Background: an optimization exercise with open tools, aiming at small area, a short achievable clock period and few clock cycles. Do not read the settings as production practice.
Function was checked by simulation only, so behaviour that the tests miss may differ from the original.
Power is estimated from default activity; no workload was simulated.

===== design/flow/run.sh =====
#!/bin/bash
# synth_recipe.tcl (not shown) runs the flow's synth.tcl, then flattens the netlist and writes it again
# the make line also repeats each setting of config.mk as NAME=value (left out here)
make -C /OpenROAD-flow-scripts/flow DESIGN_CONFIG=/design/flow/config.mk WORK_HOME=/design/flow/orfs CLKGATE_MAP_FILE= SYNTH_SCRIPT=/design/flow/synth_recipe.tcl finish

===== design/flow/config.mk =====
export PLATFORM = sky130hd
export DESIGN_NAME = pipe_noDataHazards_cpu
export DESIGN_NICKNAME = pipe_noDataHazards_cpu
export VERILOG_FILES = /design/flow/design.v
export SDC_FILE = /design/flow/constraint.sdc
export NUM_CORES = 4
export LEC_CHECK = 0
export CAP_MARGIN = 20
export CELL_PAD_IN_SITES_DETAIL_PLACEMENT = 1
export CORE_MARGIN = 2
export CORE_UTILIZATION = 40
export PLACE_DENSITY = 0.6
export SETUP_SLACK_MARGIN = 5
export SLEW_MARGIN = 20
export SYNTH_HIERARCHICAL = 1
export TNS_END_PERCENT = 50

===== design/flow/constraint.sdc =====
create_clock -name core_clock -period 8.0 [get_ports {clk}]
set_input_delay 1.6000 -clock core_clock [delete_from_list [all_inputs] [get_ports {clk}]]
set_output_delay 1.6000 -clock core_clock [all_outputs]
set_load 0.01 [all_outputs]

===== design/flow/design.v =====
module ks_add32(input [31:0] a, input [31:0] b, output [31:0] s, output [31:0] ng, output [31:0] np);
	wire w65;
	wire w67;
	wire w69;
	wire w71;
	wire w73;
	wire w75;
	wire w77;
	wire w79;
	wire w81;
	wire w83;
	wire w85;
	wire w87;
	wire w89;
	wire w91;
	wire w93;
	wire w95;
	wire w97;
	wire w99;
	wire w101;
	wire w103;
	wire w105;
	wire w107;
	wire w109;
	wire w111;
	wire w113;
	wire w115;
	wire w117;
	wire w119;
	wire w121;
	wire w123;
	wire w125;
	wire w127;
	wire w129;
	wire w131;
	wire w133;
	wire w135;
	wire w137;
	wire w139;
	wire w141;
	wire w143;
	wire w145;
	wire w147;
	wire w149;
	wire w151;
	wire w153;
	wire w155;
	wire w157;
	wire w159;
	wire w161;
	wire w163;
	wire w165;
	wire w167;
	wire w169;
	wire w171;
	wire w173;
	wire w175;
	wire w177;
	wire w179;
	wire w181;
	wire w183;
	wire w185;
	wire w187;
	wire w189;
	wire w191;
	wire w193;
	wire w195;
	wire w197;
	wire w199;
	wire w201;
	wire w203;
	wire w205;
	wire w207;
	wire w209;
	wire w211;
	wire w213;
	wire w215;
	wire w217;
	wire w219;
	wire w221;
	wire w223;
	wire w225;
	wire w227;
	wire w229;
	wire w231;
	wire w233;
	wire w235;
	wire w237;
	wire w239;
	wire w241;
	wire w243;
	wire w245;
	wire w247;
	wire w249;
	wire w251;
	wire w253;
	wire w255;
	wire w257;
	wire w259;
	wire w261;
	wire w263;
	wire w265;
	wire w267;
	wire w269;
	wire w271;
	wire w273;
	wire w275;
	wire w277;
	wire w279;
	wire w281;
	wire w283;
	wire w285;
	wire w287;
	wire w289;
	wire w291;
	wire w293;
	wire w295;
	wire w297;
	wire w299;
	wire w301;
	wire w303;
	wire w305;
	wire w307;
	wire w309;
	wire w311;
	wire w313;
	wire w315;
	wire w317;
	wire w319;
	wire w321;
	wire w323;
	wire w325;
	wire w327;
	wire w329;
	wire w331;
	wire w333;
	wire w335;
	wire w337;
	wire w339;
	wire w341;
	wire w343;
	wire w345;
	wire w347;
	wire w349;
	wire w351;
	wire w353;
	wire w355;
	wire w357;
	wire w359;
	wire w361;
	wire w363;
	wire w365;
	wire w367;
	wire w369;
	wire w371;
	wire w373;
	wire w375;
	wire w377;
	wire w379;
	wire w381;
	wire w383;
	wire w385;
	wire w387;
	wire w389;
	wire w391;
	wire w393;
	wire w395;
	wire w397;
	wire w399;
	wire w401;
	wire w403;
	wire w405;
	wire w407;
	wire w409;
	wire w411;
	wire w413;
	wire w415;
	wire w417;
	wire w419;
	wire w421;
	wire w423;
	wire w425;
	wire w427;
	wire w429;
	wire w431;
	wire w433;
	wire w435;
	wire w437;
	wire w439;
	wire w441;
	wire w443;
	wire w445;
	wire w447;
	wire w449;
	wire w451;
	wire w453;
	wire w455;
	wire w457;
	wire w459;
	wire w461;
	wire w463;
	wire w465;
	wire w467;
	wire w469;
	wire w471;
	wire w473;
	wire w475;
	wire w477;
	wire w479;
	wire w481;
	wire w483;
	wire w485;
	wire w487;
	wire w489;
	wire w491;
	wire w493;
	wire w495;
	wire w497;
	wire w499;
	wire w501;
	wire w503;
	wire w505;
	wire w507;
	wire w509;
	wire w511;
	wire w513;
	wire w515;
	wire w517;
	wire w519;
	wire w521;
	wire w523;
	wire w525;
	wire w527;
	wire w529;
	wire w531;
	wire w533;
	wire w535;
	wire w537;
	ks_nand2 u1(.a(a[0]), .b(b[0]), .y(ng[0]));
	ks_xnor2 u2(.a(a[0]), .b(b[0]), .y(np[0]));
	ks_nand2 u3(.a(a[1]), .b(b[1]), .y(ng[1]));
	ks_xnor2 u4(.a(a[1]), .b(b[1]), .y(np[1]));
	ks_nand2 u5(.a(a[2]), .b(b[2]), .y(ng[2]));
	ks_xnor2 u6(.a(a[2]), .b(b[2]), .y(np[2]));
	ks_nand2 u7(.a(a[3]), .b(b[3]), .y(ng[3]));
	ks_xnor2 u8(.a(a[3]), .b(b[3]), .y(np[3]));
	ks_nand2 u9(.a(a[4]), .b(b[4]), .y(ng[4]));
	ks_xnor2 u10(.a(a[4]), .b(b[4]), .y(np[4]));
	ks_nand2 u11(.a(a[5]), .b(b[5]), .y(ng[5]));
	ks_xnor2 u12(.a(a[5]), .b(b[5]), .y(np[5]));
	ks_nand2 u13(.a(a[6]), .b(b[6]), .y(ng[6]));
	ks_xnor2 u14(.a(a[6]), .b(b[6]), .y(np[6]));
	ks_nand2 u15(.a(a[7]), .b(b[7]), .y(ng[7]));
	ks_xnor2 u16(.a(a[7]), .b(b[7]), .y(np[7]));
	ks_nand2 u17(.a(a[8]), .b(b[8]), .y(ng[8]));
	ks_xnor2 u18(.a(a[8]), .b(b[8]), .y(np[8]));
	ks_nand2 u19(.a(a[9]), .b(b[9]), .y(ng[9]));
	ks_xnor2 u20(.a(a[9]), .b(b[9]), .y(np[9]));
	ks_nand2 u21(.a(a[10]), .b(b[10]), .y(ng[10]));
	ks_xnor2 u22(.a(a[10]), .b(b[10]), .y(np[10]));
	ks_nand2 u23(.a(a[11]), .b(b[11]), .y(ng[11]));
	ks_xnor2 u24(.a(a[11]), .b(b[11]), .y(np[11]));
	ks_nand2 u25(.a(a[12]), .b(b[12]), .y(ng[12]));
	ks_xnor2 u26(.a(a[12]), .b(b[12]), .y(np[12]));
	ks_nand2 u27(.a(a[13]), .b(b[13]), .y(ng[13]));
	ks_xnor2 u28(.a(a[13]), .b(b[13]), .y(np[13]));
	ks_nand2 u29(.a(a[14]), .b(b[14]), .y(ng[14]));
	ks_xnor2 u30(.a(a[14]), .b(b[14]), .y(np[14]));
	ks_nand2 u31(.a(a[15]), .b(b[15]), .y(ng[15]));
	ks_xnor2 u32(.a(a[15]), .b(b[15]), .y(np[15]));
	ks_nand2 u33(.a(a[16]), .b(b[16]), .y(ng[16]));
	ks_xnor2 u34(.a(a[16]), .b(b[16]), .y(np[16]));
	ks_nand2 u35(.a(a[17]), .b(b[17]), .y(ng[17]));
	ks_xnor2 u36(.a(a[17]), .b(b[17]), .y(np[17]));
	ks_nand2 u37(.a(a[18]), .b(b[18]), .y(ng[18]));
	ks_xnor2 u38(.a(a[18]), .b(b[18]), .y(np[18]));
	ks_nand2 u39(.a(a[19]), .b(b[19]), .y(ng[19]));
	ks_xnor2 u40(.a(a[19]), .b(b[19]), .y(np[19]));
	ks_nand2 u41(.a(a[20]), .b(b[20]), .y(ng[20]));
	ks_xnor2 u42(.a(a[20]), .b(b[20]), .y(np[20]));
	ks_nand2 u43(.a(a[21]), .b(b[21]), .y(ng[21]));
	ks_xnor2 u44(.a(a[21]), .b(b[21]), .y(np[21]));
	ks_nand2 u45(.a(a[22]), .b(b[22]), .y(ng[22]));
	ks_xnor2 u46(.a(a[22]), .b(b[22]), .y(np[22]));
	ks_nand2 u47(.a(a[23]), .b(b[23]), .y(ng[23]));
	ks_xnor2 u48(.a(a[23]), .b(b[23]), .y(np[23]));
	ks_nand2 u49(.a(a[24]), .b(b[24]), .y(ng[24]));
	ks_xnor2 u50(.a(a[24]), .b(b[24]), .y(np[24]));
	ks_nand2 u51(.a(a[25]), .b(b[25]), .y(ng[25]));
	ks_xnor2 u52(.a(a[25]), .b(b[25]), .y(np[25]));
	ks_nand2 u53(.a(a[26]), .b(b[26]), .y(ng[26]));
	ks_xnor2 u54(.a(a[26]), .b(b[26]), .y(np[26]));
	ks_nand2 u55(.a(a[27]), .b(b[27]), .y(ng[27]));
	ks_xnor2 u56(.a(a[27]), .b(b[27]), .y(np[27]));
	ks_nand2 u57(.a(a[28]), .b(b[28]), .y(ng[28]));
	ks_xnor2 u58(.a(a[28]), .b(b[28]), .y(np[28]));
	ks_nand2 u59(.a(a[29]), .b(b[29]), .y(ng[29]));
	ks_xnor2 u60(.a(a[29]), .b(b[29]), .y(np[29]));
	ks_nand2 u61(.a(a[30]), .b(b[30]), .y(ng[30]));
	ks_xnor2 u62(.a(a[30]), .b(b[30]), .y(np[30]));
	ks_nand2 u63(.a(a[31]), .b(b[31]), .y(ng[31]));
	ks_xnor2 u64(.a(a[31]), .b(b[31]), .y(np[31]));
	ks_oai21 u66(.a1(np[31]), .a2(ng[30]), .b1(ng[31]), .y(w65));
	ks_nor2 u68(.a(np[31]), .b(np[30]), .y(w67));
	ks_oai21 u70(.a1(np[30]), .a2(ng[29]), .b1(ng[30]), .y(w69));
	ks_nor2 u72(.a(np[30]), .b(np[29]), .y(w71));
	ks_oai21 u74(.a1(np[29]), .a2(ng[28]), .b1(ng[29]), .y(w73));
	ks_nor2 u76(.a(np[29]), .b(np[28]), .y(w75));
	ks_oai21 u78(.a1(np[28]), .a2(ng[27]), .b1(ng[28]), .y(w77));
	ks_nor2 u80(.a(np[28]), .b(np[27]), .y(w79));
	ks_oai21 u82(.a1(np[27]), .a2(ng[26]), .b1(ng[27]), .y(w81));
	ks_nor2 u84(.a(np[27]), .b(np[26]), .y(w83));
	ks_oai21 u86(.a1(np[26]), .a2(ng[25]), .b1(ng[26]), .y(w85));
	ks_nor2 u88(.a(np[26]), .b(np[25]), .y(w87));
	ks_oai21 u90(.a1(np[25]), .a2(ng[24]), .b1(ng[25]), .y(w89));
	ks_nor2 u92(.a(np[25]), .b(np[24]), .y(w91));
	ks_oai21 u94(.a1(np[24]), .a2(ng[23]), .b1(ng[24]), .y(w93));
	ks_nor2 u96(.a(np[24]), .b(np[23]), .y(w95));
	ks_oai21 u98(.a1(np[23]), .a2(ng[22]), .b1(ng[23]), .y(w97));
	ks_nor2 u100(.a(np[23]), .b(np[22]), .y(w99));
	ks_oai21 u102(.a1(np[22]), .a2(ng[21]), .b1(ng[22]), .y(w101));
	ks_nor2 u104(.a(np[22]), .b(np[21]), .y(w103));
	ks_oai21 u106(.a1(np[21]), .a2(ng[20]), .b1(ng[21]), .y(w105));
	ks_nor2 u108(.a(np[21]), .b(np[20]), .y(w107));
	ks_oai21 u110(.a1(np[20]), .a2(ng[19]), .b1(ng[20]), .y(w109));
	ks_nor2 u112(.a(np[20]), .b(np[19]), .y(w111));
	ks_oai21 u114(.a1(np[19]), .a2(ng[18]), .b1(ng[19]), .y(w113));
	ks_nor2 u116(.a(np[19]), .b(np[18]), .y(w115));
	ks_oai21 u118(.a1(np[18]), .a2(ng[17]), .b1(ng[18]), .y(w117));
	ks_nor2 u120(.a(np[18]), .b(np[17]), .y(w119));
	ks_oai21 u122(.a1(np[17]), .a2(ng[16]), .b1(ng[17]), .y(w121));
	ks_nor2 u124(.a(np[17]), .b(np[16]), .y(w123));
	ks_oai21 u126(.a1(np[16]), .a2(ng[15]), .b1(ng[16]), .y(w125));
	ks_nor2 u128(.a(np[16]), .b(np[15]), .y(w127));
	ks_oai21 u130(.a1(np[15]), .a2(ng[14]), .b1(ng[15]), .y(w129));
	ks_nor2 u132(.a(np[15]), .b(np[14]), .y(w131));
	ks_oai21 u134(.a1(np[14]), .a2(ng[13]), .b1(ng[14]), .y(w133));
	ks_nor2 u136(.a(np[14]), .b(np[13]), .y(w135));
	ks_oai21 u138(.a1(np[13]), .a2(ng[12]), .b1(ng[13]), .y(w137));
	ks_nor2 u140(.a(np[13]), .b(np[12]), .y(w139));
	ks_oai21 u142(.a1(np[12]), .a2(ng[11]), .b1(ng[12]), .y(w141));
	ks_nor2 u144(.a(np[12]), .b(np[11]), .y(w143));
	ks_oai21 u146(.a1(np[11]), .a2(ng[10]), .b1(ng[11]), .y(w145));
	ks_nor2 u148(.a(np[11]), .b(np[10]), .y(w147));
	ks_oai21 u150(.a1(np[10]), .a2(ng[9]), .b1(ng[10]), .y(w149));
	ks_nor2 u152(.a(np[10]), .b(np[9]), .y(w151));
	ks_oai21 u154(.a1(np[9]), .a2(ng[8]), .b1(ng[9]), .y(w153));
	ks_nor2 u156(.a(np[9]), .b(np[8]), .y(w155));
	ks_oai21 u158(.a1(np[8]), .a2(ng[7]), .b1(ng[8]), .y(w157));
	ks_nor2 u160(.a(np[8]), .b(np[7]), .y(w159));
	ks_oai21 u162(.a1(np[7]), .a2(ng[6]), .b1(ng[7]), .y(w161));
	ks_nor2 u164(.a(np[7]), .b(np[6]), .y(w163));
	ks_oai21 u166(.a1(np[6]), .a2(ng[5]), .b1(ng[6]), .y(w165));
	ks_nor2 u168(.a(np[6]), .b(np[5]), .y(w167));
	ks_oai21 u170(.a1(np[5]), .a2(ng[4]), .b1(ng[5]), .y(w169));
	ks_nor2 u172(.a(np[5]), .b(np[4]), .y(w171));
	ks_oai21 u174(.a1(np[4]), .a2(ng[3]), .b1(ng[4]), .y(w173));
	ks_nor2 u176(.a(np[4]), .b(np[3]), .y(w175));
	ks_oai21 u178(.a1(np[3]), .a2(ng[2]), .b1(ng[3]), .y(w177));
	ks_nor2 u180(.a(np[3]), .b(np[2]), .y(w179));
	ks_oai21 u182(.a1(np[2]), .a2(ng[1]), .b1(ng[2]), .y(w181));
	ks_nor2 u184(.a(np[2]), .b(np[1]), .y(w183));
	ks_oai21 u186(.a1(np[1]), .a2(ng[0]), .b1(ng[1]), .y(w185));
	ks_aoi21 u188(.a1(w67), .a2(w73), .b1(w65), .y(w187));
	ks_nand2 u190(.a(w67), .b(w75), .y(w189));
	ks_aoi21 u192(.a1(w71), .a2(w77), .b1(w69), .y(w191));
	ks_nand2 u194(.a(w71), .b(w79), .y(w193));
	ks_aoi21 u196(.a1(w75), .a2(w81), .b1(w73), .y(w195));
	ks_nand2 u198(.a(w75), .b(w83), .y(w197));
	ks_aoi21 u200(.a1(w79), .a2(w85), .b1(w77), .y(w199));
	ks_nand2 u202(.a(w79), .b(w87), .y(w201));
	ks_aoi21 u204(.a1(w83), .a2(w89), .b1(w81), .y(w203));
	ks_nand2 u206(.a(w83), .b(w91), .y(w205));
	ks_aoi21 u208(.a1(w87), .a2(w93), .b1(w85), .y(w207));
	ks_nand2 u210(.a(w87), .b(w95), .y(w209));
	ks_aoi21 u212(.a1(w91), .a2(w97), .b1(w89), .y(w211));
	ks_nand2 u214(.a(w91), .b(w99), .y(w213));
	ks_aoi21 u216(.a1(w95), .a2(w101), .b1(w93), .y(w215));
	ks_nand2 u218(.a(w95), .b(w103), .y(w217));
	ks_aoi21 u220(.a1(w99), .a2(w105), .b1(w97), .y(w219));
	ks_nand2 u222(.a(w99), .b(w107), .y(w221));
	ks_aoi21 u224(.a1(w103), .a2(w109), .b1(w101), .y(w223));
	ks_nand2 u226(.a(w103), .b(w111), .y(w225));
	ks_aoi21 u228(.a1(w107), .a2(w113), .b1(w105), .y(w227));
	ks_nand2 u230(.a(w107), .b(w115), .y(w229));
	ks_aoi21 u232(.a1(w111), .a2(w117), .b1(w109), .y(w231));
	ks_nand2 u234(.a(w111), .b(w119), .y(w233));
	ks_aoi21 u236(.a1(w115), .a2(w121), .b1(w113), .y(w235));
	ks_nand2 u238(.a(w115), .b(w123), .y(w237));
	ks_aoi21 u240(.a1(w119), .a2(w125), .b1(w117), .y(w239));
	ks_nand2 u242(.a(w119), .b(w127), .y(w241));
	ks_aoi21 u244(.a1(w123), .a2(w129), .b1(w121), .y(w243));
	ks_nand2 u246(.a(w123), .b(w131), .y(w245));
	ks_aoi21 u248(.a1(w127), .a2(w133), .b1(w125), .y(w247));
	ks_nand2 u250(.a(w127), .b(w135), .y(w249));
	ks_aoi21 u252(.a1(w131), .a2(w137), .b1(w129), .y(w251));
	ks_nand2 u254(.a(w131), .b(w139), .y(w253));
	ks_aoi21 u256(.a1(w135), .a2(w141), .b1(w133), .y(w255));
	ks_nand2 u258(.a(w135), .b(w143), .y(w257));
	ks_aoi21 u260(.a1(w139), .a2(w145), .b1(w137), .y(w259));
	ks_nand2 u262(.a(w139), .b(w147), .y(w261));
	ks_aoi21 u264(.a1(w143), .a2(w149), .b1(w141), .y(w263));
	ks_nand2 u266(.a(w143), .b(w151), .y(w265));
	ks_aoi21 u268(.a1(w147), .a2(w153), .b1(w145), .y(w267));
	ks_nand2 u270(.a(w147), .b(w155), .y(w269));
	ks_aoi21 u272(.a1(w151), .a2(w157), .b1(w149), .y(w271));
	ks_nand2 u274(.a(w151), .b(w159), .y(w273));
	ks_aoi21 u276(.a1(w155), .a2(w161), .b1(w153), .y(w275));
	ks_nand2 u278(.a(w155), .b(w163), .y(w277));
	ks_aoi21 u280(.a1(w159), .a2(w165), .b1(w157), .y(w279));
	ks_nand2 u282(.a(w159), .b(w167), .y(w281));
	ks_aoi21 u284(.a1(w163), .a2(w169), .b1(w161), .y(w283));
	ks_nand2 u286(.a(w163), .b(w171), .y(w285));
	ks_aoi21 u288(.a1(w167), .a2(w173), .b1(w165), .y(w287));
	ks_nand2 u290(.a(w167), .b(w175), .y(w289));
	ks_aoi21 u292(.a1(w171), .a2(w177), .b1(w169), .y(w291));
	ks_nand2 u294(.a(w171), .b(w179), .y(w293));
	ks_aoi21 u296(.a1(w175), .a2(w181), .b1(w173), .y(w295));
	ks_nand2 u298(.a(w175), .b(w183), .y(w297));
	ks_aoi21 u300(.a1(w179), .a2(w185), .b1(w177), .y(w299));
	ks_inv u302(.a(ng[0]), .y(w301));
	ks_aoi21 u304(.a1(w183), .a2(w301), .b1(w181), .y(w303));
	ks_oai21 u306(.a1(w189), .a2(w203), .b1(w187), .y(w305));
	ks_nor2 u308(.a(w189), .b(w205), .y(w307));
	ks_oai21 u310(.a1(w193), .a2(w207), .b1(w191), .y(w309));
	ks_nor2 u312(.a(w193), .b(w209), .y(w311));
	ks_oai21 u314(.a1(w197), .a2(w211), .b1(w195), .y(w313));
	ks_nor2 u316(.a(w197), .b(w213), .y(w315));
	ks_oai21 u318(.a1(w201), .a2(w215), .b1(w199), .y(w317));
	ks_nor2 u320(.a(w201), .b(w217), .y(w319));
	ks_oai21 u322(.a1(w205), .a2(w219), .b1(w203), .y(w321));
	ks_nor2 u324(.a(w205), .b(w221), .y(w323));
	ks_oai21 u326(.a1(w209), .a2(w223), .b1(w207), .y(w325));
	ks_nor2 u328(.a(w209), .b(w225), .y(w327));
	ks_oai21 u330(.a1(w213), .a2(w227), .b1(w211), .y(w329));
	ks_nor2 u332(.a(w213), .b(w229), .y(w331));
	ks_oai21 u334(.a1(w217), .a2(w231), .b1(w215), .y(w333));
	ks_nor2 u336(.a(w217), .b(w233), .y(w335));
	ks_oai21 u338(.a1(w221), .a2(w235), .b1(w219), .y(w337));
	ks_nor2 u340(.a(w221), .b(w237), .y(w339));
	ks_oai21 u342(.a1(w225), .a2(w239), .b1(w223), .y(w341));
	ks_nor2 u344(.a(w225), .b(w241), .y(w343));
	ks_oai21 u346(.a1(w229), .a2(w243), .b1(w227), .y(w345));
	ks_nor2 u348(.a(w229), .b(w245), .y(w347));
	ks_oai21 u350(.a1(w233), .a2(w247), .b1(w231), .y(w349));
	ks_nor2 u352(.a(w233), .b(w249), .y(w351));
	ks_oai21 u354(.a1(w237), .a2(w251), .b1(w235), .y(w353));
	ks_nor2 u356(.a(w237), .b(w253), .y(w355));
	ks_oai21 u358(.a1(w241), .a2(w255), .b1(w239), .y(w357));
	ks_nor2 u360(.a(w241), .b(w257), .y(w359));
	ks_oai21 u362(.a1(w245), .a2(w259), .b1(w243), .y(w361));
	ks_nor2 u364(.a(w245), .b(w261), .y(w363));
	ks_oai21 u366(.a1(w249), .a2(w263), .b1(w247), .y(w365));
	ks_nor2 u368(.a(w249), .b(w265), .y(w367));
	ks_oai21 u370(.a1(w253), .a2(w267), .b1(w251), .y(w369));
	ks_nor2 u372(.a(w253), .b(w269), .y(w371));
	ks_oai21 u374(.a1(w257), .a2(w271), .b1(w255), .y(w373));
	ks_nor2 u376(.a(w257), .b(w273), .y(w375));
	ks_oai21 u378(.a1(w261), .a2(w275), .b1(w259), .y(w377));
	ks_nor2 u380(.a(w261), .b(w277), .y(w379));
	ks_oai21 u382(.a1(w265), .a2(w279), .b1(w263), .y(w381));
	ks_nor2 u384(.a(w265), .b(w281), .y(w383));
	ks_oai21 u386(.a1(w269), .a2(w283), .b1(w267), .y(w385));
	ks_nor2 u388(.a(w269), .b(w285), .y(w387));
	ks_oai21 u390(.a1(w273), .a2(w287), .b1(w271), .y(w389));
	ks_nor2 u392(.a(w273), .b(w289), .y(w391));
	ks_oai21 u394(.a1(w277), .a2(w291), .b1(w275), .y(w393));
	ks_nor2 u396(.a(w277), .b(w293), .y(w395));
	ks_oai21 u398(.a1(w281), .a2(w295), .b1(w279), .y(w397));
	ks_nor2 u400(.a(w281), .b(w297), .y(w399));
	ks_oai21 u402(.a1(w285), .a2(w299), .b1(w283), .y(w401));
	ks_oai21 u404(.a1(w289), .a2(w303), .b1(w287), .y(w403));
	ks_inv u406(.a(w185), .y(w405));
	ks_oai21 u408(.a1(w293), .a2(w405), .b1(w291), .y(w407));
	ks_oai21 u410(.a1(w297), .a2(ng[0]), .b1(w295), .y(w409));
	ks_aoi21 u412(.a1(w307), .a2(w337), .b1(w305), .y(w411));
	ks_nand2 u414(.a(w307), .b(w339), .y(w413));
	ks_aoi21 u416(.a1(w311), .a2(w341), .b1(w309), .y(w415));
	ks_nand2 u418(.a(w311), .b(w343), .y(w417));
	ks_aoi21 u420(.a1(w315), .a2(w345), .b1(w313), .y(w419));
	ks_nand2 u422(.a(w315), .b(w347), .y(w421));
	ks_aoi21 u424(.a1(w319), .a2(w349), .b1(w317), .y(w423));
	ks_nand2 u426(.a(w319), .b(w351), .y(w425));
	ks_aoi21 u428(.a1(w323), .a2(w353), .b1(w321), .y(w427));
	ks_nand2 u430(.a(w323), .b(w355), .y(w429));
	ks_aoi21 u432(.a1(w327), .a2(w357), .b1(w325), .y(w431));
	ks_nand2 u434(.a(w327), .b(w359), .y(w433));
	ks_aoi21 u436(.a1(w331), .a2(w361), .b1(w329), .y(w435));
	ks_nand2 u438(.a(w331), .b(w363), .y(w437));
	ks_aoi21 u440(.a1(w335), .a2(w365), .b1(w333), .y(w439));
	ks_nand2 u442(.a(w335), .b(w367), .y(w441));
	ks_aoi21 u444(.a1(w339), .a2(w369), .b1(w337), .y(w443));
	ks_nand2 u446(.a(w339), .b(w371), .y(w445));
	ks_aoi21 u448(.a1(w343), .a2(w373), .b1(w341), .y(w447));
	ks_nand2 u450(.a(w343), .b(w375), .y(w449));
	ks_aoi21 u452(.a1(w347), .a2(w377), .b1(w345), .y(w451));
	ks_nand2 u454(.a(w347), .b(w379), .y(w453));
	ks_aoi21 u456(.a1(w351), .a2(w381), .b1(w349), .y(w455));
	ks_nand2 u458(.a(w351), .b(w383), .y(w457));
	ks_aoi21 u460(.a1(w355), .a2(w385), .b1(w353), .y(w459));
	ks_nand2 u462(.a(w355), .b(w387), .y(w461));
	ks_aoi21 u464(.a1(w359), .a2(w389), .b1(w357), .y(w463));
	ks_nand2 u466(.a(w359), .b(w391), .y(w465));
	ks_aoi21 u468(.a1(w363), .a2(w393), .b1(w361), .y(w467));
	ks_nand2 u470(.a(w363), .b(w395), .y(w469));
	ks_aoi21 u472(.a1(w367), .a2(w397), .b1(w365), .y(w471));
	ks_nand2 u474(.a(w367), .b(w399), .y(w473));
	ks_aoi21 u476(.a1(w371), .a2(w401), .b1(w369), .y(w475));
	ks_aoi21 u478(.a1(w375), .a2(w403), .b1(w373), .y(w477));
	ks_aoi21 u480(.a1(w379), .a2(w407), .b1(w377), .y(w479));
	ks_aoi21 u482(.a1(w383), .a2(w409), .b1(w381), .y(w481));
	ks_inv u484(.a(w299), .y(w483));
	ks_aoi21 u486(.a1(w387), .a2(w483), .b1(w385), .y(w485));
	ks_inv u488(.a(w303), .y(w487));
	ks_aoi21 u490(.a1(w391), .a2(w487), .b1(w389), .y(w489));
	ks_aoi21 u492(.a1(w395), .a2(w185), .b1(w393), .y(w491));
	ks_inv u494(.a(ng[0]), .y(w493));
	ks_aoi21 u496(.a1(w399), .a2(w493), .b1(w397), .y(w495));
	ks_oai21 u498(.a1(w413), .a2(w475), .b1(w411), .y(w497));
	ks_oai21 u500(.a1(w417), .a2(w477), .b1(w415), .y(w499));
	ks_oai21 u502(.a1(w421), .a2(w479), .b1(w419), .y(w501));
	ks_oai21 u504(.a1(w425), .a2(w481), .b1(w423), .y(w503));
	ks_oai21 u506(.a1(w429), .a2(w485), .b1(w427), .y(w505));
	ks_oai21 u508(.a1(w433), .a2(w489), .b1(w431), .y(w507));
	ks_oai21 u510(.a1(w437), .a2(w491), .b1(w435), .y(w509));
	ks_oai21 u512(.a1(w441), .a2(w495), .b1(w439), .y(w511));
	ks_inv u514(.a(w401), .y(w513));
	ks_oai21 u516(.a1(w445), .a2(w513), .b1(w443), .y(w515));
	ks_inv u518(.a(w403), .y(w517));
	ks_oai21 u520(.a1(w449), .a2(w517), .b1(w447), .y(w519));
	ks_inv u522(.a(w407), .y(w521));
	ks_oai21 u524(.a1(w453), .a2(w521), .b1(w451), .y(w523));
	ks_inv u526(.a(w409), .y(w525));
	ks_oai21 u528(.a1(w457), .a2(w525), .b1(w455), .y(w527));
	ks_oai21 u530(.a1(w461), .a2(w299), .b1(w459), .y(w529));
	ks_oai21 u532(.a1(w465), .a2(w303), .b1(w463), .y(w531));
	ks_inv u534(.a(w185), .y(w533));
	ks_oai21 u536(.a1(w469), .a2(w533), .b1(w467), .y(w535));
	ks_oai21 u538(.a1(w473), .a2(ng[0]), .b1(w471), .y(w537));
	ks_inv u539(.a(np[0]), .y(s[0]));
	ks_xor2 u540(.a(np[1]), .b(ng[0]), .y(s[1]));
	ks_xnor2 u541(.a(np[2]), .b(w185), .y(s[2]));
	ks_xor2 u542(.a(np[3]), .b(w303), .y(s[3]));
	ks_xor2 u543(.a(np[4]), .b(w299), .y(s[4]));
	ks_xnor2 u544(.a(np[5]), .b(w409), .y(s[5]));
	ks_xnor2 u545(.a(np[6]), .b(w407), .y(s[6]));
	ks_xnor2 u546(.a(np[7]), .b(w403), .y(s[7]));
	ks_xnor2 u547(.a(np[8]), .b(w401), .y(s[8]));
	ks_xor2 u548(.a(np[9]), .b(w495), .y(s[9]));
	ks_xor2 u549(.a(np[10]), .b(w491), .y(s[10]));
	ks_xor2 u550(.a(np[11]), .b(w489), .y(s[11]));
	ks_xor2 u551(.a(np[12]), .b(w485), .y(s[12]));
	ks_xor2 u552(.a(np[13]), .b(w481), .y(s[13]));
	ks_xor2 u553(.a(np[14]), .b(w479), .y(s[14]));
	ks_xor2 u554(.a(np[15]), .b(w477), .y(s[15]));
	ks_xor2 u555(.a(np[16]), .b(w475), .y(s[16]));
	ks_xnor2 u556(.a(np[17]), .b(w537), .y(s[17]));
	ks_xnor2 u557(.a(np[18]), .b(w535), .y(s[18]));
	ks_xnor2 u558(.a(np[19]), .b(w531), .y(s[19]));
	ks_xnor2 u559(.a(np[20]), .b(w529), .y(s[20]));
	ks_xnor2 u560(.a(np[21]), .b(w527), .y(s[21]));
	ks_xnor2 u561(.a(np[22]), .b(w523), .y(s[22]));
	ks_xnor2 u562(.a(np[23]), .b(w519), .y(s[23]));
	ks_xnor2 u563(.a(np[24]), .b(w515), .y(s[24]));
	ks_xnor2 u564(.a(np[25]), .b(w511), .y(s[25]));
	ks_xnor2 u565(.a(np[26]), .b(w509), .y(s[26]));
	ks_xnor2 u566(.a(np[27]), .b(w507), .y(s[27]));
	ks_xnor2 u567(.a(np[28]), .b(w505), .y(s[28]));
	ks_xnor2 u568(.a(np[29]), .b(w503), .y(s[29]));
	ks_xnor2 u569(.a(np[30]), .b(w501), .y(s[30]));
	ks_xnor2 u570(.a(np[31]), .b(w499), .y(s[31]));
endmodule
module ks_nand2(input a, input b, output y);
	assign y = ~(a & b);
endmodule
module ks_nor2(input a, input b, output y);
	assign y = ~(a | b);
endmodule
module ks_xnor2(input a, input b, output y);
	assign y = ~(a ^ b);
endmodule
module ks_xor2(input a, input b, output y);
	assign y = a ^ b;
endmodule
module ks_inv(input a, output y);
	assign y = ~a;
endmodule
module ks_aoi21(input a1, input a2, input b1, output y);
	assign y = ~((a1 & a2) | b1);
endmodule
module ks_oai21(input a1, input a2, input b1, output y);
	assign y = ~((a1 | a2) & b1);
endmodule
module ks_nand3(input a, input b, input c, output y);
	assign y = ~(a & b & c);
endmodule
module ks_ornb(input a, input b, output y);
	assign y = a | ~b;
endmodule
module ks_and2(input a, input b, output y);
	assign y = a & b;
endmodule
`timescale 1ns / 1ps
module pipe_noDataHazards_cpu(clrn,clk,pc,inst,dmem_addr,dmem_wdata,dmem_we,dmem_rdata);
	input clrn,clk;
	output [31:0] pc;
	input [31:0] inst;
	output [31:0] dmem_addr,dmem_wdata;
	output dmem_we;
	input [31:0] dmem_rdata;
	reg [31:2] pcr;             
	reg pend;                   
	reg [31:2] ptgt;            
	reg id_v;                   
	reg [31:0] ir;              
	reg ex_we, ex_ld, ex_st, ex_beq, ex_bne, ex_j;
	reg [4:0] ex_wn;
	reg [31:0] ex_an;           
	reg [31:0] ex_b;            
	reg [31:0] ex_cn;           
	reg [4:0] ex_sa;
	reg ex_fa_r, ex_fa_s, ex_fa_o;   
	reg ex_fb_r, ex_fb_s, ex_fb_o;   
	reg ex_fc_r, ex_fc_s, ex_fc_o;   
	reg ex_add, ex_and, ex_or, ex_xor, ex_sh, ex_shl, ex_shr, ex_ari;
	reg m_we, m_ld, m_st, m_add;
	reg [4:0] m_wn;
	reg [31:0] m_sum;           
	reg [31:0] m_oth;           
	reg [31:0] m_sd;
	wire stall;
	assign pc = {pcr, 2'b00};
	wire [31:2] pc_inc = pcr + 30'd1;
	always @(posedge clk or negedge clrn)
		if (!clrn) pcr <= 30'd0;
		else if (!stall) pcr <= pend ? ptgt : pc_inc;
	always @(posedge clk or negedge clrn)
		if (!clrn) id_v <= 1'b0;
		else if (!stall) id_v <= 1'b1;
	always @(posedge clk)
		if (!stall) ir <= inst;
	wire [11:0] op12 = ir[31:20];
	wire [5:0]  op6  = ir[31:26];
	wire [4:0]  rs = ir[9:5], rt = ir[4:0], rd = ir[14:10];
	wire [15:0] imm = ir[25:10];
	wire d_add  = op12 == 12'h001;
	wire d_and  = op12 == 12'h041;
	wire d_or   = op12 == 12'h042;
	wire d_xor  = op12 == 12'h044;
	wire d_sra  = op12 == 12'h081;
	wire d_srl  = op12 == 12'h082;
	wire d_sll  = op12 == 12'h083;
	wire d_addi = op6 == 6'b000101;
	wire d_andi = op6 == 6'b001001;
	wire d_ori  = op6 == 6'b001010;
	wire d_xori = op6 == 6'b001100;
	wire d_ld   = op6 == 6'b001101;
	wire d_st   = op6 == 6'b001110;
	wire d_beq  = op6 == 6'b001111;
	wire d_bne  = op6 == 6'b010000;
	wire d_j    = op6 == 6'b010010;
	wire d_rr   = d_add | d_and | d_or | d_xor;
	wire d_shf  = d_sra | d_srl | d_sll;
	wire d_imm  = d_addi | d_andi | d_ori | d_xori | d_ld;
	wire d_bb   = d_beq | d_bne;
	wire use_rs = d_rr | d_imm | d_st | d_bb;
	wire use_rt = d_rr | d_shf | d_st | d_bb;
	wire [4:0] wn = (d_rr | d_shf) ? rd : rt;
	wire d_we   = (d_rr | d_shf | d_imm) & (wn != 5'd0);
	assign stall = ex_ld & ((use_rs & (ex_wn == rs)) | (use_rt & (ex_wn == rt)));
	wire go = id_v & ~stall;
	wire [31:0] wdata = m_ld ? dmem_rdata : m_add ? m_sum : m_oth;
	reg [31:1] rv;
	always @(posedge clk or negedge clrn)
		if (!clrn) rv <= 31'd0;
		else if (m_we) rv <= rv | (31'd1 << (m_wn - 5'd1));
	reg byp_a, byp_b;
	wire [4:0] rs_nx = stall ? rs : inst[9:5];
	wire [4:0] rt_nx = stall ? rt : inst[4:0];
	always @(posedge clk) begin
		byp_a <= ex_we & (ex_wn == rs_nx);
		byp_b <= ex_we & (ex_wn == rt_nx);
	end
	wire [31:0] sel_a, sel_b;
	wire [31:0] qa_n, qb_n;
	assign sel_a[0] = byp_a;
	assign sel_b[0] = byp_b;
	wire [31:0] rfx [0:31];
	wire [3:0] wlo;
	wire [7:0] whi;
	genvar wi;
	generate
		for (wi = 0; wi < 4; wi = wi + 1) begin : WL
			assign wlo[wi] = m_we & (m_wn[1:0] == wi);
		end
		for (wi = 0; wi < 8; wi = wi + 1) begin : WH
			assign whi[wi] = (m_wn[4:2] == wi);
		end
	endgenerate
	assign rfx[0] = wdata;
	genvar g, b;
	generate
		for (g = 1; g < 32; g = g + 1) begin : R
			reg [31:0] q;
			wire e, en;
			ks_and2  we_a(.a(wlo[g % 4]), .b(whi[g / 4]), .y(e));
			ks_nand2 we_n(.a(wlo[g % 4]), .b(whi[g / 4]), .y(en));
			wire [31:0] nx;
			for (b = 0; b < 32; b = b + 1) begin : H
				rf_hold h(.e(e), .en(en), .d(wdata[b]), .q(q[b]), .y(nx[b]));
			end
			always @(posedge clk) q <= nx;
			assign rfx[g] = q;
			assign sel_a[g] = (rs == g) & rv[g] & ~byp_a;
			assign sel_b[g] = (rt == g) & rv[g] & ~byp_b;
		end
		for (b = 0; b < 32; b = b + 1) begin : C
			wire [31:0] x;
			for (g = 0; g < 32; g = g + 1) begin : X
				assign x[g] = rfx[g][b];
			end
			rf_read32 ra(.x(x), .s(sel_a), .y(qa_n[b]));
			rf_read32 rb(.x(x), .s(sel_b), .y(qb_n[b]));
		end
	endgenerate
	wire [31:2] btgt = pcr + {{14{imm[15]}}, imm};
	wire [31:2] jtgt = {pcr[31:28], ir[25:0]};
	wire b_imm = d_imm | d_st;
	wire [31:0] immx = {{16{imm[15] & (d_addi | d_ld | d_st)}}, imm};
	wire em_a = ex_we & (ex_wn == rs);
	wire em_b = ex_we & (ex_wn == rt);
	wire ex_isadd = ex_add;
	always @(posedge clk or negedge clrn)
		if (!clrn) begin
			ex_we <= 1'b0; ex_ld <= 1'b0; ex_st <= 1'b0;
			ex_beq <= 1'b0; ex_bne <= 1'b0; ex_j <= 1'b0;
		end else begin
			ex_we  <= go & d_we;
			ex_ld  <= go & d_ld & (wn != 5'd0);
			ex_st  <= go & d_st;
			ex_beq <= go & d_beq;
			ex_bne <= go & d_bne;
			ex_j   <= go & d_j;
		end
	always @(posedge clk)
		if (id_v & (d_bb | d_j)) ptgt <= d_j ? jtgt : btgt;
	always @(posedge clk) begin
		ex_wn  <= wn;
		ex_an  <= qa_n;
		ex_b   <= b_imm ? immx : ~qb_n;
		ex_cn  <= qb_n;
		ex_sa  <= ir[19:15];
		ex_fa_s <= em_a & ex_isadd;
		ex_fa_o <= em_a & ~ex_isadd;
		ex_fa_r <= ~em_a;
		ex_fb_s <= ~b_imm & em_b & ex_isadd;
		ex_fb_o <= ~b_imm & em_b & ~ex_isadd;
		ex_fb_r <= b_imm | ~em_b;
		ex_fc_s <= em_b & ex_isadd;
		ex_fc_o <= em_b & ~ex_isadd;
		ex_fc_r <= ~em_b;
		ex_add <= d_add | d_addi | d_ld | d_st;
		ex_and <= d_and | d_andi;
		ex_or  <= d_or | d_ori;
		ex_xor <= d_xor | d_xori;
		ex_sh  <= d_shf;
		ex_shl <= d_sll;
		ex_shr <= d_sra | d_srl;
		ex_ari <= d_sra;
	end
	wire [31:0] opa, opb;
	genvar fi;
	generate
		for (fi = 0; fi < 32; fi = fi + 1) begin : F
			wire a0, a1, a2, b0, b1, b2;
			ks_ornb   ua0(.a(ex_an[fi]), .b(ex_fa_r), .y(a0));
			ks_nand2  ua1(.a(ex_fa_s), .b(m_sum[fi]), .y(a1));
			ks_nand2  ua2(.a(ex_fa_o), .b(m_oth[fi]), .y(a2));
			ks_nand3  ua3(.a(a0), .b(a1), .c(a2), .y(opa[fi]));
			ks_nand2  ub0(.a(ex_fb_r), .b(ex_b[fi]), .y(b0));
			ks_nand2  ub1(.a(ex_fb_s), .b(m_sum[fi]), .y(b1));
			ks_nand2  ub2(.a(ex_fb_o), .b(m_oth[fi]), .y(b2));
			ks_nand3  ub3(.a(b0), .b(b1), .c(b2), .y(opb[fi]));
		end
	endgenerate
	wire [31:0] sdat = ({32{ex_fc_r}} & ~ex_cn) | ({32{ex_fc_s}} & m_sum) | ({32{ex_fc_o}} & m_oth);
	wire [31:0] sum, ng, np;
	ks_add32 adder(.a(opa), .b(opb), .s(sum), .ng(ng), .np(np));
	wire [4:0] sa = ex_sa;
	wire fill = ex_ari & opb[31];
	function [31:0] shstep;
		input [31:0] x;
		input h, l, r, f;
		input integer n;
		integer j;
		begin
			for (j = 0; j < 32; j = j + 1)
				shstep[j] = (h & x[j]) | (l & ((j >= n) ? x[j-n] : 1'b0))
				          | (r & ((j + n < 32) ? x[j+n] : f));
		end
	endfunction
	wire [31:0] s1 = shstep(opb, ~sa[0], ex_shl & sa[0], ex_shr & sa[0], fill, 1);
	wire [31:0] s2 = shstep(s1,  ~sa[1], ex_shl & sa[1], ex_shr & sa[1], fill, 2);
	wire [31:0] s3 = shstep(s2,  ~sa[2], ex_shl & sa[2], ex_shr & sa[2], fill, 4);
	wire [31:0] s4 = shstep(s3,  ~sa[3], ex_shl & sa[3], ex_shr & sa[3], fill, 8);
	wire [31:0] s5 = shstep(s4,  ~sa[4], ex_shl & sa[4], ex_shr & sa[4], fill, 16);
	wire [31:0] oth = ({32{ex_and}} & ~ng) |
	                  ({32{ex_or}} & ~(ng & np)) | ({32{ex_xor}} & ~np) |
	                  ({32{ex_sh}} & s5);
	wire eq = &np;
	wire taken = ex_j | (ex_beq & eq) | (ex_bne & ~eq);
	always @(posedge clk or negedge clrn)
		if (!clrn) pend <= 1'b0;
		else if (taken) pend <= 1'b1;
		else if (!stall) pend <= 1'b0;
	always @(posedge clk or negedge clrn)
		if (!clrn) begin
			m_we <= 1'b0; m_ld <= 1'b0; m_st <= 1'b0;
		end else begin
			m_we <= ex_we; m_ld <= ex_ld; m_st <= ex_st;
		end
	always @(posedge clk) begin
		m_wn  <= ex_wn;
		m_add <= ex_add;
		m_sum <= sum;
		m_oth <= oth;
		m_sd  <= sdat;
	end
	assign dmem_addr  = m_sum;
	assign dmem_wdata = m_sd;
	assign dmem_we    = m_st;
endmodule
module rf_hold(input e, input en, input d, input q, output y);
	assign y = (e & d) | (en & q);
endmodule
module rf_read32(input [31:0] x, input [31:0] s, output y);
	wire [10:0] t;
	wire n0, n1, n2;
	genvar i;
	generate
		for (i = 0; i < 10; i = i + 1) begin : A
			rf_ao222n u(.a0(x[3*i]), .s0(s[3*i]), .a1(x[3*i+1]), .s1(s[3*i+1]), .a2(x[3*i+2]), .s2(s[3*i+2]), .y(t[i]));
		end
	endgenerate
	rf_ao22n u10(.a0(x[30]), .s0(s[30]), .a1(x[31]), .s1(s[31]), .y(t[10]));
	rf_nand4 v0(.a(t[0]), .b(t[1]), .c(t[2]), .d(t[3]), .y(n0));
	rf_nand4 v1(.a(t[4]), .b(t[5]), .c(t[6]), .d(t[7]), .y(n1));
	rf_nand3 v2(.a(t[8]), .b(t[9]), .c(t[10]), .y(n2));
	rf_nor3 w(.a(n0), .b(n1), .c(n2), .y(y));
endmodule
module rf_ao222n(input a0, input s0, input a1, input s1, input a2, input s2, output y);
	assign y = ~((a0 & s0) | (a1 & s1) | (a2 & s2));
endmodule
module rf_ao22n(input a0, input s0, input a1, input s1, output y);
	assign y = ~((a0 & s0) | (a1 & s1));
endmodule
module rf_nand4(input a, input b, input c, input d, output y);
	assign y = ~(a & b & c & d);
endmodule
module rf_nand3(input a, input b, input c, output y);
	assign y = ~(a & b & c);
endmodule
module rf_nor3(input a, input b, input c, output y);
	assign y = ~(a | b | c);
endmodule

==> flow_metrics.tcl, run 1 <==
set metrics [dict create \
    status "complete, no violations" \
    crit_fanout 10 \
    critPathLaunchType "flip-flop" \
    die_h_um 390.0 \
    core_um2 147800 \
    regArea_um2 28230 \
    first_pass_iters 13 \
    p_leak_nw 26.40 \
    clock_latency_ns 0.82 \
    ys.warnings.count 7 \
    grt_max_degree 110 \
    grt_pass1_vias 62599 \
    async_flop_share 0.05322 \
    power_mw 15.71 \
    stdcell_count 8294 \
    overflow 0 \
    wl_met1_mm 112.4 \
    area_growth_pct 21.71 \
    drv_slew 0 \
    route.top_layer_used "met5" \
    die_area_um2 152100 \
    synth.top_cells.by_area "dfxtp_1 (41%), a22o_1 (15%), a222oi_1 (11%)" \
    reg2reg_depth 11 \
    period_share 0.3975 \
    dr.first_iter.drc_count 11873 \
    core.rowCount 141 \
    hold_viol_final 0 \
    synth_seq_area_share 0.4710 \
    clock_skew_ns 0.03289 \
    power_density_nw_per_um2 216.6 \
    whs_path_depth 0 \
    num_vias 63918 \
    synth_ff_type "dfxtp_1" \
    path_class "flip-flop to flip-flop" \
    synth_cells 5745 \
    dp.cells 7853 \
    gp_congestion 1.031 \
    clock-sinks 1353 \
    detailedPlace.worstSlack_ns 4.244 \
    setup_viol 0 \
    ir_drop_mv 0.2033 \
    initial_utilization 0.4031 \
    ios 163 \
    worst_slack_ns 4.820 \
    fp.dieW_um 390.0 \
    antenna_found_initial 15 \
    dpl.hpwl_mm 182.8 \
    fillers 15895 \
    dr_wl_met3_mm 44.70 \
    final_core_util 0.4906 \
    ys_ff_latch 1353 \
    track_usage 0.3910 \
    clockBufferDepth 3 \
    end_kind "flip-flop" \
    critPathArrivalTime_ns 3.83 \
    vias_per_cell 7.707 \
    ant_nets 0 \
    synth_cell_types 90 \
    max_freq_mhz 314.5 \
    wl_mm 322.4 \
    finalCriticalPeriod_ns 3.180 \
    hold_ws_ns 0.3485 \
    drc 0 \
    synth_top_area_frac 0.4095 \
    synth.avg_cell_area_um2 10.37 \
    nNetsFinal 6342 \
    grt_pass1_wl_mm 441.1 \
    ys_top_cells_by_count "dfxtp_1 (1219), a22o_1 (995), a222oi_1 (642), nand2_1 (472), nor2_1 (247)" \
    crit_required_ns 8.65 \
    htree_num_levels 4 \
    clk_pin_slew_worst_paths_ns 0.06 \
    dpl-instance-area_um2 64530 \
    multi_input_area_um2 32400 \
    synth_area_um2 59600 \
    clock-root-buffer "clkbuf_16" \
    hp-class "flip-flop to flip-flop" \
    relSlewSlack 0.1651 \
    wl_met2_mm 138.0 \
    portBuffers 160 \
    cts_tree "done" \
    cap_viol_max_count 0 \
    worst_pin_slew_ns 1.252 \
    fin_area_um2 72530 \
    yosysTopAreaCell "dfxtp_1" \
    fin_tns_setup_ns 0 \
    rsz0062_at_grt "true" \
    route.detailed.wl_per_inst_um 38.87 \
    drive_gt1_frac 0.1872 \
    synth-edff-count 62 \
    cts_buffers 145 \
    yosysMostFrequentCell "dfxtp_1" \
]
==> report_power, final <==
part / total [mW] / leakage, nW / internal [mW] / switching [mW]
Clock: 7.01 / 2.37 / 3.98 / 3.03
Sequential: 7.08 / 11.4 / 6.94 / 0.135
Combinational: 1.62 / 12.7 / 0.664 / 0.957
Total: 15.7 / 26.4 / 11.6 / 4.13
==> per-layer routing <==
metal / GRT usage / vias to the layer above
li1: - / 25298
met5: 0 / -
met4: 0.2783 / 12
met3: 0.1378 / 1649
met2: 0.5867 / 5330
met1: 0.4642 / 31629
==> sequential cells by signal (all words and copies together), names as in the netlist, 5 cells and up <==
name	count
R.q	992
ex_an	32
ex_b	32
ex_cn	32
ex_sa	5
ex_wn	5
ir	32
m_oth	32
m_sd	32
m_sum	32
m_wn	5
pcr	30
ptgt	30
rv	31
==> cell usage in the layout, fill, tap and decap left out, types with 34 or more instances in the layout <==
master and n:
a222oi_1 642, a211oi_1 46, nor3_2 56, clkbuf_16 155, dfrtp_1 48, xnor2_1 45
mux2i_1 38, nand3_1 130, o21ai_1 84, clkdlybuf4s50_1 64, dfxtp_1 1177, edfxtp_1 62
buf_2 59, nand2_1 467, o21ai_0 149, nand2b_1 44, a22o_1 995, buf_4 275
nand4_1 144, and3_1 53, clkbuf_1 34, and2_1 36, nor3_1 48, a22oi_1 38
nor2_1 224, a22oi_2 64, a21oi_2 60, inv_1 57, a21oi_1 112
==> area by class of cell <==
class,count,share of cell area
antenna,7,0.0002415
tap,1930,0.03329
clock inverter,50,0.008194
timing repair buffer,492,0.06060
sequential,1353,0.3892
timing repair inverter,1,0.0001035
inverter,64,0.003484
multi-input combinational,4188,0.4467
clock buffer,209,0.05825
==> logic make-up (layout without fill, tap and decap cells) <==
family | Yosys count | in the layout | synth area share
xor+xnor | 96 | 96 | 0.01411
other cells | 1 | 9 | 0.00006292
simple gates | 1438 | 1448 | 0.1217
fa+ha+maj | 31 | 31 | 0.006634
flops | 1353 | 1353 | 0.4710
buf+inv | 216 | 816 | 0.01421
mux | 43 | 43 | 0.007243
compound gates | 2567 | 2568 | 0.3651
==> worst max-delay path, stage by stage, from the launching register on <==
cell	delay (ns)
edfxtp_1	0.59
buf_6	0.21
buf_6	0.10
nor3b_4	0.16
buf_12	0.14
buf_12	0.13
and3_4	0.25
buf_12	0.19
a222oi_1	0.36
nand4_1	0.39
nor3_2	0.35
o21ai_0	0.15
==> final timing paths <==
kind	start	to	slack (ns)
setup reg to reg	ir[4]	ex_b[23]	4.82
hold reg to reg	ex_st	m_st	0.35
hold / removal	ex_st	m_st	0.35
setup / recovery	ir[4]	ex_b[23]	4.82
max in group asynchronous	clrn	pcr[4]	6.21
min in group asynchronous	clrn	pcr[18]	0.67
==> repair_timing <==
| action | 4_1_cts | 5_1_grt |
|---|---|---|
| pin swaps | 15 | 99 |
| hold buffers | 0 | 0 |
| setup buffers | 87 | 69 |
| endpoints found under the setup margin | 316 | 235 |
| cloned | 4 | 14 |
| gates resized for setup | 525 | 240 |
==> per-module statistics from Yosys, one instance, submodules excluded, a selection <==
module                  flip-flops and latches  cells inside  cell area [um2]  copies in the design
pipe_noDataHazards_cpu                    1353          3151            38630                     1
rf_ao222n                                    0             1            10.01                   640
rf_nor3                                      0             1            10.01                    64
ks_xnor2                                     0             1            8.758                    52
rf_hold                                      0             1            8.758                   992
ks_and2                                      0             1            6.256                    31
rf_nand3                                     0             1            5.005                    64
ks_nand2                                     0             1            3.754                   265
ks_nor2                                      0             1            3.754                    52
ks_inv                                       0             1            3.754                    11
Testbench counts, summed over its fixed seeds: cycles 49,672.
==> inputs of run 2 (changes only) <==
--- a/design/flow/design.v
+++ b/design/flow/design.v
@@ -677,7 +677,9 @@
 	reg byp_a, byp_b;
-	wire [4:0] rs_nx = stall ? rs : inst[9:5];
-	wire [4:0] rt_nx = stall ? rt : inst[4:0];
+	wire byp_a_id = ex_we & (ex_wn == rs);
+	wire byp_b_id = ex_we & (ex_wn == rt);
+	wire byp_a_if = ex_we & (ex_wn == inst[9:5]);
+	wire byp_b_if = ex_we & (ex_wn == inst[4:0]);
 	always @(posedge clk) begin
-		byp_a <= ex_we & (ex_wn == rs_nx);
-		byp_b <= ex_we & (ex_wn == rt_nx);
+		byp_a <= stall ? byp_a_id : byp_a_if;
+		byp_b <= stall ? byp_b_id : byp_b_if;
 	end
--- a/design/flow/config.mk
+++ b/design/flow/config.mk
@@ -11,2 +11,4 @@
 export CORE_UTILIZATION = 40
+export CTS_CLUSTER_DIAMETER = 100
+export CTS_CLUSTER_SIZE = 24
 export PLACE_DENSITY = 0.6
@@ -15,2 +17 @@
 export SYNTH_HIERARCHICAL = 1
-export TNS_END_PERCENT = 50
==> flow_metrics.tcl, run 2 <==
set metrics [dict create \
    synth_area_um2 59820 \
    ys_top_cells_by_count "dfxtp_1 (1219), a22o_1 (996), a222oi_1 (641), nand2_1 (509), nor2_1 (233)" \
    worst_slack_ns 4.820 \
    ios 163 \
    nNetsFinal 6275 \
    power_mw 13.12 \
    p_leak_nw 24.87 \
    initial_utilization 0.4037 \
    layout_commonest_cell "dfxtp_1" \
    dpl.hpwl_mm 190.5 \
    finalCriticalPeriod_ns 3.180 \
    gp_congestion 1.036 \
    power_density_nw_per_um2 187.8 \
    synth_ff_type "dfxtp_1" \
    clock_skew_ns 0.05404 \
    max_freq_mhz 314.4 \
    rsz0062_at_grt "true" \
    die_area_um2 152700 \
    critPathArrivalTime_ns 3.76 \
    cpPeakStageDelay_ns 0.59 \
    critPathBufInv 1 \
    grt_max_degree 115 \
    stdcell_count 8141 \
    ys.warnings.count 7 \
    drive_gt1_frac 0.1665 \
    synth.avg_cell_area_um2 10.37 \
    fp.dieW_um 390.7 \
    num_vias 63805 \
    crit_required_ns 8.58 \
    core.rowCount 141 \
    wl_mm 328.1 \
    vias_per_cell 7.837 \
    synth_seq_area_share 0.4692 \
    dr.first_iter.drc_count 12169 \
    worst_pin_slew_ns 1.191 \
    first_pass_iters 14 \
    async_flop_share 0.05322 \
    path_class "flip-flop to flip-flop" \
    cap_viol_max_count 0 \
    yosysMostFrequentCell "dfxtp_1" \
    grt_pass1_vias 62132 \
    largest_reg_flops 992 \
    ir_drop_mv 0.1750 \
    htree_num_levels 3 \
    grt_pass1_wl_mm 451.6 \
    synth-edff-count 62 \
    final_core_util 0.4716 \
    final_cell_mix "dfxtp_1 (1179), a22o_1 (996), a222oi_1 (641), nand2_1 (487), buf_4 (249)" \
    status "complete, no violations" \
    hold_viol_final 0 \
    track_usage 0.4028 \
    crit_fanout 32 \
    fin_area_um2 69890 \
    fin_tns_setup_ns 0 \
    period_share 0.3975 \
    cpMaxStageDelayCell "nand4_1" \
    route.detailed.wl_per_inst_um 40.30 \
    hp-class "flip-flop to flip-flop" \
    cts_buffers 68 \
    ant_nets 0 \
    clock_latency_ns 0.75 \
    dp.cells 7895 \
    clk_pin_slew_worst_paths_ns 0.10 \
    synth_top_area_frac 0.4079 \
    regMostFlops "R.q" \
    end_kind "flip-flop" \
    portBuffers 160 \
    crit_family "simple AND/OR/NAND/NOR gates" \
    critPathLaunchType "flip-flop" \
    antenna_found_initial 16 \
    setup_viol 0 \
    cts_tree "done" \
    drv_slew 0 \
    dpl-instance-area_um2 64840 \
    clock-sinks 1353 \
    clockBufferDepth 3 \
    core_um2 148200 \
    relSlewSlack 0.2057 \
    overflow 0 \
    detailedPlace.worstSlack_ns 4.130 \
    die_h_um 390.7 \
    synth.top_cells.by_area "dfxtp_1 (41%), a22o_1 (15%), a222oi_1 (11%)" \
    hold_ws_ns 0.4290 \
    ys_ff_latch 1353 \
    drc 0 \
    cp_cell_sequence "nand2b_1 -> nor2_1 -> and3_2 -> buf_12 -> a222oi_1 -> nand4_1 -> nor3_4 -> o21ai_0" \
    synth_cells 5767 \
    yosysTopAreaCell "dfxtp_1" \
    area_growth_pct 16.82 \
    synth_cell_types 102 \
    clock-root-buffer "clkbuf_16" \
]
==> run 2: cell types whose count changed in the layout (fill, tap and decap cells not counted), sizes merged, moves of 21 or more <==
cell           change
buf               -56
clkbuf           -121
clkdlybuf4s15     +30
clkinv            -32
dlygate4sd2       +21
nand2             +38
nor3              -21
==> run 2: final cells by class <==
cell class	count	area, um2
Sequential cell	1353	28220
Fill cell	16121	78310
Clock inverter	13	173.9
Multi-Input combinational cell	4219	32540
Timing Repair inverter	1	7.507
Clock buffer	78	1760
Tap cell	1930	2415
Timing Repair Buffer	486	4543
Antenna cell	12	30.03
Inverter	49	200.2
==> run 2: what timing repair did <==
action	4_1_cts	5_1_grt
hold buffers	0	0
setup buffers	59	72
endpoints found under the hold margin	0	0
gates resized for setup	450	263
pin swaps	31	86
cloned	2	10
setup endpoints to repair	506	380
==> run 2: modules after synthesis, one instance, submodules excluded, a selection <==
module,cells inside,times used,cell area [um2]
rf_ao222n,1,640,10.01
ks_nor2,1,52,3.754
rf_nor3,1,64,10.01
ks_and2,1,31,6.256
ks_oai21,1,72,5.005
ks_aoi21,1,52,8.758
rf_nand3,1,64,5.005
pipe_noDataHazards_cpu,3173,1,38850
rf_nand4,1,128,6.256
ks_xnor2,1,52,8.758
rf_hold,1,992,8.758
ks_nand3,1,64,5.005
ks_inv,1,11,3.754
ks_xor2,1,11,8.758
==> run 2: worst reg2reg max path, cell delays in order (launching register included) <==
cell	delay, ns
edfxtp_1	0.51
nand2b_1	0.20
nor2_1	0.16
and3_2	0.28
buf_12	0.18
a222oi_1	0.49
nand4_1	0.59
nor3_4	0.47
o21ai_0	0.15
==> run 2: worst paths after layout <==
path	slack, ns	start	cells after the start	end
max in group asynchronous	6.23	clrn	1	m_ld
min	0.43	ex_st	0	m_st
max	4.82	ir[3]	8	ex_b[9]
max reg2reg	4.82	ir[3]	8	ex_b[9]
min reg2reg	0.43	ex_st	0	m_st
min in group asynchronous	1.00	clrn	1	pcr[30]
==> run 2: kinds of logic (layout without fill, tap and decap cells) <==
family | count (synthesis) | in the layout | share of synthesized area
compound gates | 2581 | 2583 | 0.3648
xor+xnor | 102 | 102 | 0.01493
fa+ha+maj | 31 | 31 | 0.006609
buf+inv | 199 | 627 | 0.01439
flops | 1353 | 1353 | 0.4692
mux | 50 | 50 | 0.008617
other cells | 1 | 14 | 0.00006269
simple gates | 1450 | 1451 | 0.1214
==> run 2: layer usage <==
metal / vias up / track usage / part of all wire
met5: - / 0 / 0.00045
met4: 22 / 0.2874 / 0.087
met3: 1698 / 0.1648 / 0.15
met2: 5552 / 0.5882 / 0.42
met1: 31490 / 0.4768 / 0.35
li1: 25043 / - / -
==> run 2: report_power, final <==
| part | internal (mW) | leakage, nW | total, mW | switching [mW] |
|---|---|---|---|---|
| clock network | 1.62 | 0.949 | 4.08 | 2.45 |
| logic | 0.824 | 12.6 | 1.96 | 1.14 |
| registers | 6.95 | 11.3 | 7.08 | 0.130 |
| total | 9.40 | 24.9 | 13.1 | 3.72 |
Testbench counts of run 2, summed over its fixed seeds: cycles 49,672.
==> inputs of run 3 (changes only) <==
--- a/design/flow/design.v
+++ b/design/flow/design.v
@@ -625,4 +625,5 @@
 	reg ex_add, ex_and, ex_or, ex_xor, ex_sh, ex_shl, ex_shr, ex_ari;
-	reg m_we, m_ld, m_st, m_add;
-	reg [4:0] m_wn;
+	reg m_ld, m_st, m_add;
+	reg [3:0] m_wlo;            
+	reg [7:0] m_whi;            
 	reg [31:0] m_sum;           
@@ -639,4 +640,12 @@
 		else if (!stall) id_v <= 1'b1;
+	reg [3:0] id_alo, id_blo;
+	reg [7:0] id_ahi, id_bhi;
 	always @(posedge clk)
-		if (!stall) ir <= inst;
+		if (!stall) begin
+			ir <= inst;
+			id_alo <= 4'd1 << inst[6:5];
+			id_ahi <= 8'd1 << inst[9:7];
+			id_blo <= 4'd1 << inst[1:0];
+			id_bhi <= 8'd1 << inst[4:2];
+		end
 	wire [11:0] op12 = ir[31:20];
@@ -675,3 +684,3 @@
 		if (!clrn) rv <= 31'd0;
-		else if (m_we) rv <= rv | (31'd1 << (m_wn - 5'd1));
+		else rv <= rv | ewr;
 	reg byp_a, byp_b;
@@ -690,13 +699,5 @@
 	wire [31:0] rfx [0:31];
-	wire [3:0] wlo;
-	wire [7:0] whi;
-	genvar wi;
-	generate
-		for (wi = 0; wi < 4; wi = wi + 1) begin : WL
-			assign wlo[wi] = m_we & (m_wn[1:0] == wi);
-		end
-		for (wi = 0; wi < 8; wi = wi + 1) begin : WH
-			assign whi[wi] = (m_wn[4:2] == wi);
-		end
-	endgenerate
+	wire [3:0] wlo = m_wlo;
+	wire [7:0] whi = m_whi;
+	wire [31:1] ewr;
 	assign rfx[0] = wdata;
@@ -715,4 +716,5 @@
 			assign rfx[g] = q;
-			assign sel_a[g] = (rs == g) & rv[g] & ~byp_a;
-			assign sel_b[g] = (rt == g) & rv[g] & ~byp_b;
+			assign ewr[g] = e;
+			assign sel_a[g] = id_alo[g % 4] & id_ahi[g / 4] & rv[g] & ~byp_a;
+			assign sel_b[g] = id_blo[g % 4] & id_bhi[g / 4] & rv[g] & ~byp_b;
 		end
@@ -819,8 +821,9 @@
 		if (!clrn) begin
-			m_we <= 1'b0; m_ld <= 1'b0; m_st <= 1'b0;
+			m_wlo <= 4'd0; m_ld <= 1'b0; m_st <= 1'b0;
 		end else begin
-			m_we <= ex_we; m_ld <= ex_ld; m_st <= ex_st;
+			m_wlo <= {4{ex_we}} & (4'd1 << ex_wn[1:0]);
+			m_ld <= ex_ld; m_st <= ex_st;
 		end
 	always @(posedge clk) begin
-		m_wn  <= ex_wn;
+		m_whi <= 8'd1 << ex_wn[4:2];
 		m_add <= ex_add;
==> flow_metrics.tcl, run 3 <==
set metrics [dict create \
    status "complete, no violations" \
    grt_pass1_vias 60921 \
    worst_pin_slew_ns 1.250 \
    layout_commonest_cell "dfxtp_1" \
    max_freq_mhz 317.6 \
    synth.top_cells.by_area "dfxtp_1 (41%), a22o_1 (15%), a222oi_1 (11%)" \
    seq_power_share 0.558 \
    antenna_found_initial 7 \
    power_mw 12.96 \
    ir_drop_mv 0.1613 \
    hold_viol_final 0 \
    ys_top_cells_by_count "dfxtp_1 (1222), a22o_1 (998), a222oi_1 (640), nand2_1 (456), nor2_1 (224)" \
    cts_buffers 71 \
    synth_seq_area_share 0.4802 \
    clock-root-buffer "clkbuf_16" \
    sw_frac_of_total 0.2734 \
    p_leak_nw 24.72 \
    synth_cell_types 95 \
    fin_tns_setup_ns 0 \
    core_um2 149600 \
    clock_latency_ns 0.74 \
    clkPwrFrac 0.324 \
    nNetsFinal 6171 \
    route.detailed.wl_per_inst_um 38.52 \
    clk_pin_slew_worst_paths_ns 0.10 \
    clockBufferDepth 3 \
    portBuffers 160 \
    critPathArrivalTime_ns 3.76 \
    synth_cells 5690 \
    period_share 0.3936 \
    synth_area_um2 60230 \
    hp-class "flip-flop to flip-flop" \
    dpl.hpwl_mm 181.9 \
    gp_congestion 1.016 \
    dr.first_iter.drc_count 12133 \
    switchingPower_mw 3.543 \
    cts_tree "done" \
    internal_power_mw 9.416 \
    grt_pass1_wl_mm 436.7 \
    overflow 0 \
    cap_viol_max_count 0 \
    largest_reg_flops 992 \
    synth-edff-count 86 \
    rsz0062_at_grt "true" \
    fp.dieW_um 392.0 \
    synth_ff_type "dfxtp_1" \
    relSlewSlack 0.1666 \
    die_h_um 392.0 \
    die_area_um2 153700 \
    track_usage 0.3872 \
    num_vias 62025 \
    whs_path_depth 0 \
    async_flop_share 0.05423 \
    critPathLaunchType "flip-flop" \
    yosysMostFrequentCell "dfxtp_1" \
    ios 163 \
    worst-r2r-setup-slack_ns 4.85 \
    path_class "flip-flop to flip-flop" \
    crit_required_ns 8.62 \
    drive_gt1_frac 0.1627 \
    drc 0 \
    ant_nets 0 \
    setup_viol 0 \
    ys_ff_latch 1383 \
    finalCriticalPeriod_ns 3.149 \
    regMostFlops "R.q" \
    initial_utilization 0.4026 \
    final_cell_mix "dfxtp_1 (1176), a22o_1 (998), a222oi_1 (640), nand2_1 (452), buf_4 (245)" \
    yosysTopAreaCell "dfxtp_1" \
    vias_per_cell 7.643 \
    core.rowCount 142 \
]
-- run 3: changes by cell type in the layout (fill, tap and decap cells not counted), moves of 20 or more --
cell,delta
buf_6,-22
and3_2,-20
nand2_1,-35
or2_2,+30
a21oi_1,-40
edfxtp_1,+24
-- run 3: path summary, 6_finish.rpt --
check / startpoint / end
max in group asynchronous: clrn / m_ld
setup reg to reg: byp_a / ex_an[20]
setup / recovery: byp_a / ex_an[20]
hold reg to reg: ex_st / m_st
min in group asynchronous: clrn / pcr[17]
hold / removal: ex_st / m_st
-- run 3: power by group through the flow --
stage | Clock, mW | Sequential (mW) | Combinational, mW
final | 4.20 | 7.23 | 1.53
after CTS | 4.18 | 7.23 | 1.36
after global routing | 4.42 | 7.25 | 1.63
after floorplan | 0 | 7.40 | 0.722
after global placement | 0 | 7.47 | 1.11
after detailed placement | 0 | 7.47 | 1.16
-- run 3: per-layer routing --
metal / track usage / wire length (um) / share of wire / up-vias
met4: 0.2381 / 22670 / 0.073 / 12
met3: 0.1236 / 44940 / 0.14 / 1192
li1: - / - / - / 24700
met2: 0.5436 / 127200 / 0.41 / 5127
met1: 0.5127 / 117800 / 0.38 / 30994
met5: 0 / 70 / 0.00022 / -
-- run 3: worst max-delay path, stage by stage, from the launching register on --
cell and delay (ns):
dfxtp_2 0.34, buf_12 0.21, nor2b_2 0.61, and3_1 0.75
buf_4 0.60, a222oi_1 0.18, nand4_1 0.23, nor3_2 0.06
-- run 3: per-module statistics from Yosys (local to each module, per instance), excerpt --
| module | times used | cell area, um2 | flip-flops and latches |
|---|---|---|---|
| ks_nor2 | 52 | 3.754 | 0 |
| rf_ao222n | 640 | 10.01 | 0 |
| ks_ornb | 32 | 6.256 | 0 |
| ks_and2 | 31 | 6.256 | 0 |
| ks_inv | 11 | 3.754 | 0 |
| rf_ao22n | 64 | 12.51 | 0 |
| rf_nor3 | 64 | 10.01 | 0 |
| ks_oai21 | 72 | 5.005 | 0 |
| rf_nand3 | 64 | 5.005 | 0 |
| ks_aoi21 | 52 | 8.758 | 0 |
| rf_nand4 | 128 | 6.256 | 0 |
| ks_nand3 | 64 | 5.005 | 0 |
| rf_hold | 992 | 8.758 | 0 |
-- run 3: cell type report --
| class | instances | area (um2) |
|---|---|---|
| Fill cell | 16359 | 80230 |
| Multi-Input combinational cell | 4107 | 31580 |
| Sequential cell | 1383 | 29100 |
| Timing Repair Buffer | 450 | 3905 |
| Tap cell | 2016 | 2522 |
| Clock buffer | 82 | 1839 |
| Inverter | 60 | 245.2 |
| Clock inverter | 14 | 170.2 |
| Timing Repair inverter | 1 | 7.507 |
| Antenna cell | 2 | 5.005 |
-- run 3: per-stage QoR --
step,std cells,setup WS [ns],util,cell area [um2],hold WS [ns]
after floorplan,5691,4.881,-,60340,0.3312
after global placement,7910,4.076,0.4361,65240,0.3344
after detailed placement,7910,4.018,0.4361,65240,0.3550
after CTS,8076,4.971,0.4567,68320,0.3773
after global routing,8113,4.836,0.4637,69370,0.3786
final,8115,4.851,0.4637,69370,0.3701
-- run 3: cell families after synthesis --
group	after synthesis	synth area share
compound gates	2528	0.3572
xor+xnor	102	0.01483
fa+ha+maj	31	0.006565
buf+inv	201	0.01512
flops	1383	0.4802
mux	46	0.007977
other cells	1	0.00006226
simple gates	1398	0.1180
-- run 3: what timing repair did --
action / in CTS / in global routing
hold buffers: 0 / 0
setup endpoints to repair: 319 / 196
cloned: 1 / 1
resized for setup: 431 / 204
pin swaps: 13 / 61
setup buffers: 69 / 36
Testbench counts of run 3, summed over its fixed seeds: cycles 49,672.

Check on run 3: ideal ports give 4.851 ns setup slack; a clkbuf_16 on the clock port and buf_2 on the inputs give 4.851 ns; moving port delays by the midpoint clock arrival (0.804 ns) as well gives 4.238 ns.
